This design comes from an exercise in tuning for small area on the open sky130 flow, not from production work.
Function was checked by simulation only, so behaviour that the tests miss may differ from the original.
Power and IR drop assume default switching activity.

==> run M <==
Design Gshare_branch_predictor, start of the top module:
module Gshare_branch_predictor(
    input clk,
    input rst_n,
    input  predict_valid,
    input  [6:0] predict_pc,
    output predict_taken,
    output [6:0] predict_history,
    input train_valid,
    input train_taken,
    input train_mispredicted,
    input [6:0] train_history,
    input [6:0] train_pc
);
==> module gshare_pht_next, before the edit <==
module gshare_pht_next(
    input  row,
    input  col,
    input  p,
    input  qn,
    input  train_tn,    
    input  train_dn,    
    output p_d,
    output qn_d
);
    wire en  = ~(row & col);
    wire sel = ~(en | qn);                  
    assign p_d  = ~((train_tn & sel) | ~(p | sel));
    assign qn_d = ~((en | train_dn) & ~(en & qn));
endmodule
==> module gshare_aoi222, before the edit <==
module gshare_aoi222(input a1, input a2, input b1, input b2, input c1, input c2, output y);
    assign y = ~((a1 & a2) | (b1 & b2) | (c1 & c2));
endmodule
==> module gshare_aoi22, before the edit <==
module gshare_aoi22(input a1, input a2, input b1, input b2, output y);
    assign y = ~((a1 & a2) | (b1 & b2));
endmodule
==> module gshare_nand2, before the edit <==
module gshare_nand2(input a, input b, output y);
    assign y = ~(a & b);
endmodule
==> module gshare_nand3, before the edit <==
module gshare_nand3(input a, input b, input c, output y);
    assign y = ~(a & b & c);
endmodule
==> module gshare_and3, before the edit <==
module gshare_and3(input a, input b, input c, output y);
    assign y = a & b & c;
endmodule
==> module gshare_nand4, before the edit <==
module gshare_nand4(input a, input b, input c, input d, output y);
    assign y = ~(a & b & c & d);
endmodule
==> module gshare_nor2, before the edit <==
module gshare_nor2(input a, input b, output y);
    assign y = ~(a | b);
endmodule
==> module gshare_sel16, before the edit <==
module gshare_sel16(
    input  [15:0] d,
    input  [15:0] s,
    output y
);
    wire [5:0] g;
    wire h;
    genvar i;
    generate
        for (i = 0; i < 5; i = i + 1) begin : g_aoi
            gshare_aoi222 u (.a1(d[3*i]), .a2(s[3*i]), .b1(d[3*i+1]), .b2(s[3*i+1]),
                             .c1(d[3*i+2]), .c2(s[3*i+2]), .y(g[i]));
        end
    endgenerate
    gshare_nand2 u_last (.a(d[15]), .b(s[15]), .y(g[5]));
    gshare_and3  u_and  (.a(g[0]), .b(g[1]), .c(g[2]), .y(h));
    gshare_nand4 u_or   (.a(h), .b(g[3]), .c(g[4]), .d(g[5]), .y(y));
endmodule
==> module gshare_sel8, before the edit <==
module gshare_sel8(
    input  [7:0] d,
    input  [7:0] s,
    output y
);
    wire [2:0] g;
    gshare_aoi222 u_a (.a1(d[0]), .a2(s[0]), .b1(d[1]), .b2(s[1]), .c1(d[2]), .c2(s[2]), .y(g[0]));
    gshare_aoi222 u_b (.a1(d[3]), .a2(s[3]), .b1(d[4]), .b2(s[4]), .c1(d[5]), .c2(s[5]), .y(g[1]));
    gshare_aoi22  u_c (.a1(d[6]), .a2(s[6]), .b1(d[7]), .b2(s[7]), .y(g[2]));
    gshare_nand3  u_or (.a(g[0]), .b(g[1]), .c(g[2]), .y(y));
endmodule
==> module Gshare_branch_predictor, before the edit <==
module Gshare_branch_predictor(
    input clk,
    input rst_n,
    input  predict_valid,
    input  [6:0] predict_pc,
    output predict_taken,
    output [6:0] predict_history,
    input train_valid,
    input train_taken,
    input train_mispredicted,
    input [6:0] train_history,
    input [6:0] train_pc
);
    reg [6:0] GHR;
    reg [127:0] p;    
    reg [127:0] qn;   
    wire [6:0] predict_index = predict_pc ^ GHR;
    wire [6:0] train_index   = train_pc ^ train_history;
    wire [15:0] predict_col = 16'd1 << predict_index[3:0];
    wire [7:0]  predict_rows;
    genvar r;
    generate
        for (r = 0; r < 8; r = r + 1) begin : g_predict_row
            gshare_sel16 u (.d(p[16*r+15:16*r]), .s(predict_col), .y(predict_rows[r]));
        end
    endgenerate
    assign predict_taken = predict_rows[predict_index[6:4]];
    assign predict_history = GHR;
    always @(posedge clk or negedge rst_n) begin
        if (!rst_n)
            GHR <= 7'b0;
        else if (train_valid && train_mispredicted)
            GHR <= {train_history[5:0], train_taken};
        else if (predict_valid)
            GHR <= {GHR[5:0], predict_taken};
    end
    wire [3:0] col_lo_n  = ~(4'd1 << train_index[1:0]);
    wire [3:0] col_hi_n  = ~(4'd1 << train_index[3:2]);
    wire [3:0] row_lo_n  = ~(4'd1 << train_index[5:4]);
    wire [1:0] row_hi_n  = ~({2{train_valid}} & (2'd1 << train_index[6]));
    wire [15:0] col_a, col_b;    
    wire [7:0]  row_a, row_b;    
    genvar c;
    generate
        for (c = 0; c < 16; c = c + 1) begin : g_col
            gshare_nor2 u_a (.a(col_lo_n[c%4]), .b(col_hi_n[c/4]), .y(col_a[c]));
            gshare_nor2 u_b (.a(col_lo_n[c%4]), .b(col_hi_n[c/4]), .y(col_b[c]));
        end
        for (c = 0; c < 8; c = c + 1) begin : g_row
            gshare_nor2 u_a (.a(row_lo_n[c%4]), .b(row_hi_n[c/4]), .y(row_a[c]));
            gshare_nor2 u_b (.a(row_lo_n[c%4]), .b(row_hi_n[c/4]), .y(row_b[c]));
        end
    endgenerate
    wire train_p;
    wire [7:0] train_rows;
    generate
        for (r = 0; r < 8; r = r + 1) begin : g_train_row
            gshare_sel16 u (.d(p[16*r+15:16*r]), .s(r < 4 ? col_a : col_b), .y(train_rows[r]));
        end
    endgenerate
    gshare_sel8 u_train_read (.d(train_rows), .s(row_a), .y(train_p));
    wire train_dn = train_p ^ train_taken;
    wire [127:0] p_d, qn_d;
    genvar k;
    generate
        for (k = 0; k < 128; k = k + 1) begin : g_pht
            gshare_pht_next u_next (
                .row(k%16 < 8 ? row_a[k/16] : row_b[k/16]),
                .col(k/16 < 4 ? col_a[k%16] : col_b[k%16]), .p(p[k]), .qn(qn[k]),
                .train_tn(~train_taken), .train_dn(train_dn),
                .p_d(p_d[k]), .qn_d(qn_d[k])
            );
        end
    endgenerate
    always @(posedge clk or negedge rst_n) begin
        if (!rst_n) begin
            p  <= 128'b0;
            qn <= 128'b0;
        end else begin
            p  <= p_d;
            qn <= qn_d;
        end
    end
endmodule
clock: 7.0 ns
lec_check: 0
cap_margin: 5
core_margin: 2
core_utilization: 60
slew_margin: 5
synth_hierarchical: 1
synth_minimum_keep_size: 0
standard.sh (not shown) runs the stock make flow with config.mk's settings and CLKGATE_MAP_FILE= SYNTH_SCRIPT=/design/flow/synth_recipe.tcl, a recipe that flattens the netlist after the stock synthesis.
==> flow/flow/run.sh <==
#!/bin/bash
# Own layout flow: the standard ORFS flow (standard.sh), with
#  - synthesis mapped by an area-oriented ABC script (flow/area.abc) instead of
#    ORFS's speed script; everything else in the synthesis is the standard flow's script,
#  - ports buffered with the smallest buffer,
#  - a clock tree built from smaller clock buffers without dummy loads.
# Each tool's output goes to a log file in this folder (and ORFS's own logs
# under orfs/logs).
set -euo pipefail
W=$(pwd)
export AREA_ABC_SCRIPT=$W/flow/area.abc

# The standard flow's synthesis script with ABC's -script argument replaced
{
  head -n 1 synth_recipe.tcl
  cat <<'TCL'
proc abc {args} {
  set i [lsearch -exact $args -script]
  if { $i >= 0 } { set args [lreplace $args $i [expr { $i + 1 }] -script $::env(AREA_ABC_SCRIPT)] }
  yosys abc {*}$args
}
TCL
  tail -n +2 synth_recipe.tcl
} > area_synth.tcl
sed "s|synth_recipe.tcl|area_synth.tcl|g" standard.sh > area_standard.sh

bash area_standard.sh \
  "BUFFER_PORTS_ARGS=-buffer_cell sky130_fd_sc_hd__buf_1" \
  "CTS_ARGS=-sink_clustering_enable -repair_clock_nets -dont_use_dummy_load -buf_list sky130_fd_sc_hd__clkbuf_8 -sink_clustering_size 16 -sink_clustering_max_diameter 80" \
  finish > make.log 2>&1
==> flow/flow/area.abc <==
strash
&get -n
&st
&synch2
&put
dch -f
amap
==> inputs of run B, as changes to run M <==
==> flow/design.v (replaced) <==
`timescale 1ns/1ps
module Gshare_branch_predictor(
    input clk,
    input rst_n,
    input  predict_valid,
    input  [6:0] predict_pc,
    output predict_taken,
    output [6:0] predict_history,
    input train_valid,
    input train_taken,
    input train_mispredicted,
    input [6:0] train_history,
    input [6:0] train_pc
);
    reg [6:0] GHR;
    reg [127:0] p;    
    reg [127:0] qn;   
    wire [6:0] predict_index = predict_pc ^ GHR;
    wire [6:0] train_index   = train_pc ^ train_history;
    assign predict_taken   = p[predict_index];
    assign predict_history = GHR;
    always @(posedge clk or negedge rst_n) begin
        if (!rst_n)
            GHR <= 7'b0;
        else if (train_valid && train_mispredicted)
            GHR <= {train_history[5:0], train_taken};
        else if (predict_valid)
            GHR <= {GHR[5:0], predict_taken};
    end
    wire [7:0]  row = {8{train_valid}} & (8'd1 << train_index[6:4]);
    wire [15:0] col = 16'd1 << train_index[3:0];
    wire train_p  = p[train_index];
    wire train_qn = ~(train_p ^ train_taken);
    genvar k;
    generate
        for (k = 0; k < 128; k = k + 1) begin : g_pht
            wire en = ~(row[k/16] & col[k%16]);    
            wire x  = ~((en | qn[k]) & p[k]);
            wire p_d  = ~((en | qn[k] | ~train_taken) & x);
            wire qn_d = ~((en | ~train_qn) & ~(en & qn[k]));
            always @(posedge clk or negedge rst_n) begin
                if (!rst_n) begin
                    p[k]  <= 1'b0;
                    qn[k] <= 1'b0;
                end else begin
                    p[k]  <= p_d;
                    qn[k] <= qn_d;
                end
            end
        end
    endgenerate
endmodule
--- a/flow/flow/run.sh
+++ b/flow/flow/run.sh
@@ -27,4 +27,4 @@
 bash area_standard.sh \
   "BUFFER_PORTS_ARGS=-buffer_cell sky130_fd_sc_hd__buf_1" \
-  "CTS_ARGS=-sink_clustering_enable -repair_clock_nets -dont_use_dummy_load -buf_list sky130_fd_sc_hd__clkbuf_8 -sink_clustering_size 16 -sink_clustering_max_diameter 80" \
+  "CTS_ARGS=-sink_clustering_enable -repair_clock_nets -dont_use_dummy_load -buf_list sky130_fd_sc_hd__clkbuf_8 -sink_clustering_size 24" \
   finish > make.log 2>&1
--- a/flow/config.mk
+++ b/flow/config.mk
@@ -6,8 +6,6 @@
 export NUM_CORES = 4
 export LEC_CHECK = 0
-export CAP_MARGIN = 5
+export CAP_MARGIN = 20
 export CORE_MARGIN = 2
-export CORE_UTILIZATION = 60
-export SLEW_MARGIN = 5
-export SYNTH_HIERARCHICAL = 1
-export SYNTH_MINIMUM_KEEP_SIZE = 0
+export CORE_UTILIZATION = 40
+export SLEW_MARGIN = 20
==> qor summary <==
Buffers excl. clock: run B 60; run M 39
Via total after detailed routing: run B 10932; run M 10008
Final nets: run B 1494; run M 1417
Number of H-tree levels: run B 2; run M 1
Critical Path Fanout Max: run B 13; run M 8
Simple-gate portion of the synthesized area: run B 0.233; run M 0.230
Slowest cell delay on critical path: run B 0.64 ns; run M 0.60 ns
Result of the run: run B complete, no violations; run M complete, no violations
Met3 GRT Util: run B 0.0416; run M 0.0513
Final setup margin: run B 1.11 ns; run M 1.45 ns
Power Internal: run B 0.00268 W; run M 0.00218 W
Flip-flop and latch power: run B 0.00205 W; run M 0.00197 W
Warnings, synthesis: run B 1; run M 7
Layout Area Growth over Synthesis: run B 12.5%; run M 6.87%
Levels on crit path: run B 13; run M 12
Proportion of cell area occupied by multi-input gates: run B 0.401; run M 0.400
Multi-input combinational cell area: run B 0.00542 mm2; run M 0.00495 mm2
Post-synthesis instance area: run B 0.0120 mm2; run M 0.0116 mm2
Total CTS buffers: run B 46; run M 20

==> afterwards: timing with drivers on the ports <==
No port has a modelled driver above. Below, the same layouts with a new extraction and two added sets of constraints. Step 1, drivers: a clkbuf_16 drives clk and a buf_2 each remaining input, both assumed. Step 2 also shifts input and output timing later by t, the mid clock arrival at the registers, as if the neighbouring blocks saw the same clock. Slacks: no drivers / after step 1 / after step 2; pairs: no drivers / after step 1.
run	shift t [ns]	slack for setup (ns)	worst setup path at the end	worst register clock-pin slew, ns	cell pins on the clock port's net
run M	0.583	1.452 / 1.427 / 1.313	input to register	0.11 / 0.11	1
run B	0.585	1.109 / 1.077 / 0.978	input to register	0.06 / 0.06	1
After both steps every run listed still meets setup and hold. For run M, which loses most, drivers alone change the setup slack by -0.025 ns; drivers and shift together by -0.139 ns.
